From an optimization exercise on the open Yosys and OpenROAD flow, aimed at small area and a short achievable clock period; shortcuts taken in it are not production practice. Only simulation tests tie the RTL to the original design; equivalence was not proved. Power figures rest on the tool's default switching activity, not on a simulated workload.

before:
==> flow/design.v (excerpt) <==
module fir_transpose_nom #(
    parameter DATA_WIDTH      = 5,
    parameter TAP_COEFF_WIDTH = 5,
    parameter NUM_TAPS        = 50
)(
    input                               clk,
    input                               rst,
    input  signed [DATA_WIDTH-1:0]      in,
    output signed [DATA_WIDTH-1:0]      out,
    input  [NUM_TAPS*TAP_COEFF_WIDTH-1:0] tap_coeffs
);
logic [NUM_TAPS-1:0][9:0] row_q;
logic [NUM_TAPS-1:0][9:0] row_d;
logic [NUM_TAPS-1:0][4:0] part_flopped;
logic [NUM_TAPS-1:0][4:0] sum_d;
logic                     live;
logic [7:0] m1;
logic [7:0] m2;
logic [7:0] m3;
logic [7:0] m4;
logic [7:0] m5;
logic [7:0] m6;
logic [7:0] m7;
logic [6:0] n1, n2;
always @(*) begin
    case (in)
    5'd0: begin m1 = 8'd0; m2 = 8'd0; m3 = 8'd0; m4 = 8'd0; m5 = 8'd0; m6 = 8'd0; m7 = 8'd0; n1 = 7'd0; n2 = 7'd0; end
    5'd1: begin m1 = 8'd1; m2 = 8'd2; m3 = 8'd3; m4 = 8'd4; m5 = 8'd5; m6 = 8'd6; m7 = 8'd7; n1 = 7'd127; n2 = 7'd126; end
    5'd2: begin m1 = 8'd2; m2 = 8'd4; m3 = 8'd6; m4 = 8'd8; m5 = 8'd10; m6 = 8'd12; m7 = 8'd14; n1 = 7'd126; n2 = 7'd124; end
    5'd3: begin m1 = 8'd3; m2 = 8'd6; m3 = 8'd9; m4 = 8'd12; m5 = 8'd15; m6 = 8'd18; m7 = 8'd21; n1 = 7'd125; n2 = 7'd122; end
    5'd4: begin m1 = 8'd4; m2 = 8'd8; m3 = 8'd12; m4 = 8'd16; m5 = 8'd20; m6 = 8'd24; m7 = 8'd28; n1 = 7'd124; n2 = 7'd120; end
    5'd5: begin m1 = 8'd5; m2 = 8'd10; m3 = 8'd15; m4 = 8'd20; m5 = 8'd25; m6 = 8'd30; m7 = 8'd35; n1 = 7'd123; n2 = 7'd118; end
    5'd6: begin m1 = 8'd6; m2 = 8'd12; m3 = 8'd18; m4 = 8'd24; m5 = 8'd30; m6 = 8'd36; m7 = 8'd42; n1 = 7'd122; n2 = 7'd116; end
    5'd7: begin m1 = 8'd7; m2 = 8'd14; m3 = 8'd21; m4 = 8'd28; m5 = 8'd35; m6 = 8'd42; m7 = 8'd49; n1 = 7'd121; n2 = 7'd114; end
    5'd8: begin m1 = 8'd8; m2 = 8'd16; m3 = 8'd24; m4 = 8'd32; m5 = 8'd40; m6 = 8'd48; m7 = 8'd56; n1 = 7'd120; n2 = 7'd112; end
  ...
Size in the first run: about 750 flip-flops, ~260 I/O pins, about 51000 um2 of cells after synthesis.
clock: 6.0 ns
lec_check: 0
cap_margin: 20
core_margin: 2
core_utilization: 60
setup_slack_margin: 3.0
slew_margin: 20
standard.sh (not shown) runs the stock make flow with config.mk's settings and CLKGATE_MAP_FILE= SYNTH_SCRIPT=/design/flow/synth_recipe.tcl, a recipe that flattens the netlist after the stock synthesis.
==> flow/flow/run.sh <==
#!/bin/bash
# The standard layout (standard.sh), with these changes:
# - synthesis leaves adders to ABC instead of mapping them onto the library's
#   full- and half-adder cells, and ABC maps with flow/abc.script (registers are
#   mapped exactly as in the standard synthesis);
# - every input and output port still gets its own buffer, but a plain buf_1
#   instead of the delay buffer the default picks (timing repair upsizes the
#   ones that need it).
set -euo pipefail
W=$(pwd)
export FLOW_SYNTH_TCL=$W/synth_recipe.tcl
bash standard.sh SYNTH_SCRIPT=$W/flow/my_synth.tcl ADDER_MAP_FILE= \
  ABC_SCRIPT_OVERRIDE=$W/flow/abc.script \
  "BUFFER_PORTS_ARGS=-buffer_cell sky130_fd_sc_hd__buf_1" finish > standard_flow.log 2>&1
==> flow/flow/abc.script <==
&get -n
&st
&dch -f
&nf -R 1000
&put
topo
stime -c
buffer -c
upsize -c
dnsize -c
==> flow/flow/my_synth.tcl <==
# The standard flow's synthesis script (synth_recipe.tcl in the flow's work folder, sourced
# unchanged), with ABC's mapping script replaced by the file named in
# ABC_SCRIPT_OVERRIDE. Only the combinational mapping changes; registers are
# mapped exactly as in the standard synthesis.
proc abc {args} {
  if { [info exists ::env(ABC_SCRIPT_OVERRIDE)] && $::env(ABC_SCRIPT_OVERRIDE) ne "" } {
    set i [lsearch -exact $args -script]
    if { $i >= 0 } { lset args [expr { $i + 1 }] $::env(ABC_SCRIPT_OVERRIDE) }
  }
  yosys abc {*}$args
}
source $::env(FLOW_SYNTH_TCL)
before has completed all stages; timing, DRC and antenna checks passed.
#### Input delta (after over before)
- SETUP_SLACK_MARGIN now 3.6, was 3.0
==> run notes <==
- The worst slack at placement number comes out higher for after vs before.
- Summary of after over before: core occupancy in the finished layout increased 6.9 points; shortest period the worst path allows dropped 0.40 ns.
- Global-route usage sits higher in after than in before.
- Compared with before, after shows a internal power summed over all cells that is about 15% higher.
- Worst hold slack after final layout down 0.0034 ns in after wrt before
- after vs. before: worst slew margin relative to its limit now sits higher; wire length picked up an extra 11%; highest net fanout along the worst path lost 25; non-clock buffer count increased about 60%.
- after vs before, final-layout clock buffer total went up by 1.6%.

========
fir_transpose_nom again, from the RTL that the note above started with.
Design fir_transpose_nom, start of the top module:
module fir_transpose_nom #(
    parameter DATA_WIDTH      = 5,
    parameter TAP_COEFF_WIDTH = 5,
    parameter NUM_TAPS        = 50
)(
    input                               clk,
    input                               rst,
    input  signed [DATA_WIDTH-1:0]      in,
    output signed [DATA_WIDTH-1:0]      out,
    input  [NUM_TAPS*TAP_COEFF_WIDTH-1:0] tap_coeffs
);
export LEC_CHECK = 0
export CAP_MARGIN = 20
export CORE_MARGIN = 2
export CORE_UTILIZATION = 50
export SETUP_SLACK_MARGIN = 3.45
export SLEW_MARGIN = 20
create_clock -name core_clock -period 6.0 [get_ports {clk}]
Scripts as last shown in full above: flow/flow/run.sh, flow/flow/abc.script, flow/flow/my_synth.tcl
The first run passed the timing, design-rule and antenna checks.
==> next run, changes <==
==> flow/flow/abc.script (replaced) <==
&get -n
&st
&dch -f
&nf -R 0
&put
topo
stime -c
buffer -c
upsize -c
dnsize -c
--- a/flow/config.mk
+++ b/flow/config.mk
@@ -8,5 +8,5 @@
 export CAP_MARGIN = 20
 export CORE_MARGIN = 2
-export CORE_UTILIZATION = 50
-export SETUP_SLACK_MARGIN = 3.45
+export CORE_UTILIZATION = 60
+export SETUP_SLACK_MARGIN = 3.3
 export SLEW_MARGIN = 20
The changed run completed without violations.
Critical path depth shrinks by 1.
Maximum frequency falls by a few percent.
Synthesized cell count went down by a few percent.
Total power climbs slightly.
Via count is higher by a few percent.
==> next run, changes <==
==> flow/flow/abc.script (replaced) <==
&get -n
&st
&dch -f
&nf -R 1000
&put
topo
stime -c
buffer -c
upsize -c
dnsize -c
--- a/flow/config.mk
+++ b/flow/config.mk
@@ -8,5 +8,5 @@
 export CAP_MARGIN = 20
 export CORE_MARGIN = 2
-export CORE_UTILIZATION = 60
+export CORE_UTILIZATION = 50
 export SETUP_SLACK_MARGIN = 3.3
 export SLEW_MARGIN = 20
Global-route usage decreases by 5.4 points.
Design area fell by 5.4%.
Non-clock buffer count grows by 12.
==> next run, changes <==
--- a/flow/config.mk
+++ b/flow/config.mk
@@ -8,5 +8,5 @@
 export CAP_MARGIN = 20
 export CORE_MARGIN = 2
-export CORE_UTILIZATION = 50
+export CORE_UTILIZATION = 60
 export SETUP_SLACK_MARGIN = 3.3
 export SLEW_MARGIN = 20
The new run completed with no timing, DRC or antenna violations.
Register-to-register slack loses 50 ps.
Die area went down by 16%.
Critical path depth grows by 2.
Wire length decreases by about 5%.
Sequential power is about the same.
Area after synthesis does not change.
Hold slack gets worse by 42 ps.
Global-route usage grows by 5.0 points.
Final cell count came out lower by about 2.8%.

========
## red
Another version of the RTL of fir_transpose_nom (not shown whole).
Size in the first run: about 5300 cells after synthesis, about 500 flip-flops, ~260 I/O pins, about 43000 sq um of cells after synthesis.
==> flow/config.mk <==
export PLATFORM = sky130hd
export DESIGN_NAME = fir_transpose_nom
export DESIGN_NICKNAME = fir_transpose_nom
export VERILOG_FILES = /design/flow/design.v
export SDC_FILE = /design/flow/constraint.sdc
export NUM_CORES = 4
export LEC_CHECK = 0
export CAP_MARGIN = 20
export CORE_MARGIN = 2
export CORE_UTILIZATION = 50
export SETUP_SLACK_MARGIN = 2.5
export SLEW_MARGIN = 20
==> flow/constraint.sdc <==
create_clock -name core_clock -period 6.0 [get_ports {clk}]
set_input_delay 1.2000 -clock core_clock [delete_from_list [all_inputs] [get_ports {clk}]]
set_output_delay 1.2000 -clock core_clock [all_outputs]
set_load 0.01 [all_outputs]
==> flow/flow/run.sh <==
#!/bin/bash
# The standard layout (standard.sh), with two changes to synthesis only:
# adders are left to ABC instead of being mapped onto the library's full- and
# half-adder cells, and ABC maps with flow/abc.script. Registers are untouched.
set -euo pipefail
W=$(pwd)
export FLOW_SYNTH_TCL=$W/synth_recipe.tcl
bash standard.sh SYNTH_SCRIPT=$W/flow/my_synth.tcl ADDER_MAP_FILE= \
  ABC_SCRIPT_OVERRIDE=$W/flow/abc.script finish > standard_flow.log 2>&1
==> flow/flow/abc.script <==
&get -n
&st
&dch -f
&nf -R 1000
&put
topo
stime -c
buffer -c
upsize -c
dnsize -c
Scripts as last shown in full above: flow/flow/my_synth.tcl
red: flow completed, timing, DRC and antenna clean
The following lists how blue was set up differently from red:
- CORE_UTILIZATION changed from 50 to 60
## What came out
In the flow results for blue and red, the arrival time at the worst endpoint is larger on red.
blue against red: initial antenna violation count dropped 1; combinational group share of total power climbed 0.5 points.
Number of antenna repair diodes: higher on blue
Looking at met2 layer usage reported by global route, blue sits above red.
Cell total after placement in blue is about 3.2% below red.
Taking red as the reference, in blue final area decreased by 1.4% relative to the old numbers, total wire length decreased by 8.3 mm relative to the old numbers, global-route wire length before repair decreased by 1.9% relative to the old numbers.
Input-level comparison between green and blue:
==> flow/flow/run.sh <==
#!/bin/bash
# The standard layout (standard.sh), with these changes:
# - synthesis leaves adders to ABC instead of mapping them onto the library's
#   full- and half-adder cells, and ABC maps with flow/abc.script (registers are
#   mapped exactly as in the standard synthesis);
# - every input and output port still gets its own buffer, but a plain buf_1
#   instead of the delay buffer the default picks (timing repair upsizes the
#   ones that need it).
set -euo pipefail
W=$(pwd)
export FLOW_SYNTH_TCL=$W/synth_recipe.tcl
bash standard.sh SYNTH_SCRIPT=$W/flow/my_synth.tcl ADDER_MAP_FILE= \
  ABC_SCRIPT_OVERRIDE=$W/flow/abc.script \
  "BUFFER_PORTS_ARGS=-buffer_cell sky130_fd_sc_hd__buf_1" finish > standard_flow.log 2>&1
==> comparison <==
Relative to blue, clock-buffer cell count has increased by 1.4% in green.
blue → green: slack of the worst reg-to-reg path +60 ps, largest stage delay on the critical path increased 60 ps, count of antenna diodes in the layout now larger, sum of routed wire length over all layers went up by 1.2%, number of nets in the final layout +36.
blue and green ended up with roughly the same fmax.
diff inputs: green => orange
==> flow/flow/run.sh <==
#!/bin/bash
# The standard layout (standard.sh), with two changes to synthesis only:
# adders are left to ABC instead of being mapped onto the library's full- and
# half-adder cells, and ABC maps with flow/abc.script. Registers are untouched.
set -euo pipefail
W=$(pwd)
export FLOW_SYNTH_TCL=$W/synth_recipe.tcl
bash standard.sh SYNTH_SCRIPT=$W/flow/my_synth.tcl ADDER_MAP_FILE= \
  ABC_SCRIPT_OVERRIDE=$W/flow/abc.script finish > standard_flow.log 2>&1
==> flow/flow/abc.script <==
&get -n
&st
&dch -f
&nf -R 0
&put
topo
stime -c
buffer -c
upsize -c
dnsize -c
==> comparison <==
| post-route clock period utilization | lower: green |
Looking at number of CTS-inserted buffers, orange sits 1 below green.
[orange] worst max-slew margin expressed relative to the limit rose 11 points relative to green
orange ends up with higher die width than green does.
In orange relative to green, non-clock buffer count had gone down by a little under 10%.

==> what the ideal ports hide <==
The results above use ideal ports. As a check the final layouts listed here were re-extracted and re-timed, cells and wires unchanged.
Step 1 (the two cells are an assumption about what drives the block):
set clk [get_ports {clk}]
set_driving_cell -lib_cell sky130_fd_sc_hd__clkbuf_16 $clk
set_driving_cell -lib_cell sky130_fd_sc_hd__buf_2 [delete_from_list [all_inputs] $clk]
Step 2 moves the port delays by t, midway between the first and last clock arrival at a register: inputs arrive t later, outputs are due t later. That takes back most of the time a late clock gives input paths.
Three values: ideal ports, drivers, drivers and shift; two values: the first two.
run	shift t [ns]	setup WS [ns]	hold slack, ns
before	0.711	2.998 / 2.998 / 2.287	0.565 / 0.565 / 0.565
after	0.714	3.395 / 3.220 / 2.506	0.562 / 0.517 / 0.562
the first run of note 2	0.742	3.458 / 3.201 / 2.460	0.557 / 0.521 / 0.557
the second run of note 2	0.738	3.284 / 3.309 / 2.571	0.546 / 0.511 / 0.546
the third run of note 2	0.734	3.296 / 3.128 / 2.394	0.561 / 0.561 / 0.561
the fourth run of note 2	0.708	3.246 / 3.138 / 2.430	0.519 / 0.468 / 0.582
red	0.720	2.504 / 2.289 / 1.569	0.349 / 0.349 / 0.349
blue	0.695	2.548 / 2.337 / 1.642	0.347 / 0.347 / 0.347
green	0.690	2.540 / 2.338 / 1.648	0.350 / 0.350 / 0.350
orange	0.716	2.512 / 2.272 / 1.556	0.347 / 0.347 / 0.347
After both steps setup and hold are still met in every run listed. The setup slack of the first run of note 2, which loses most, moves by -0.257 ns with the drivers and by -0.998 ns with both steps.
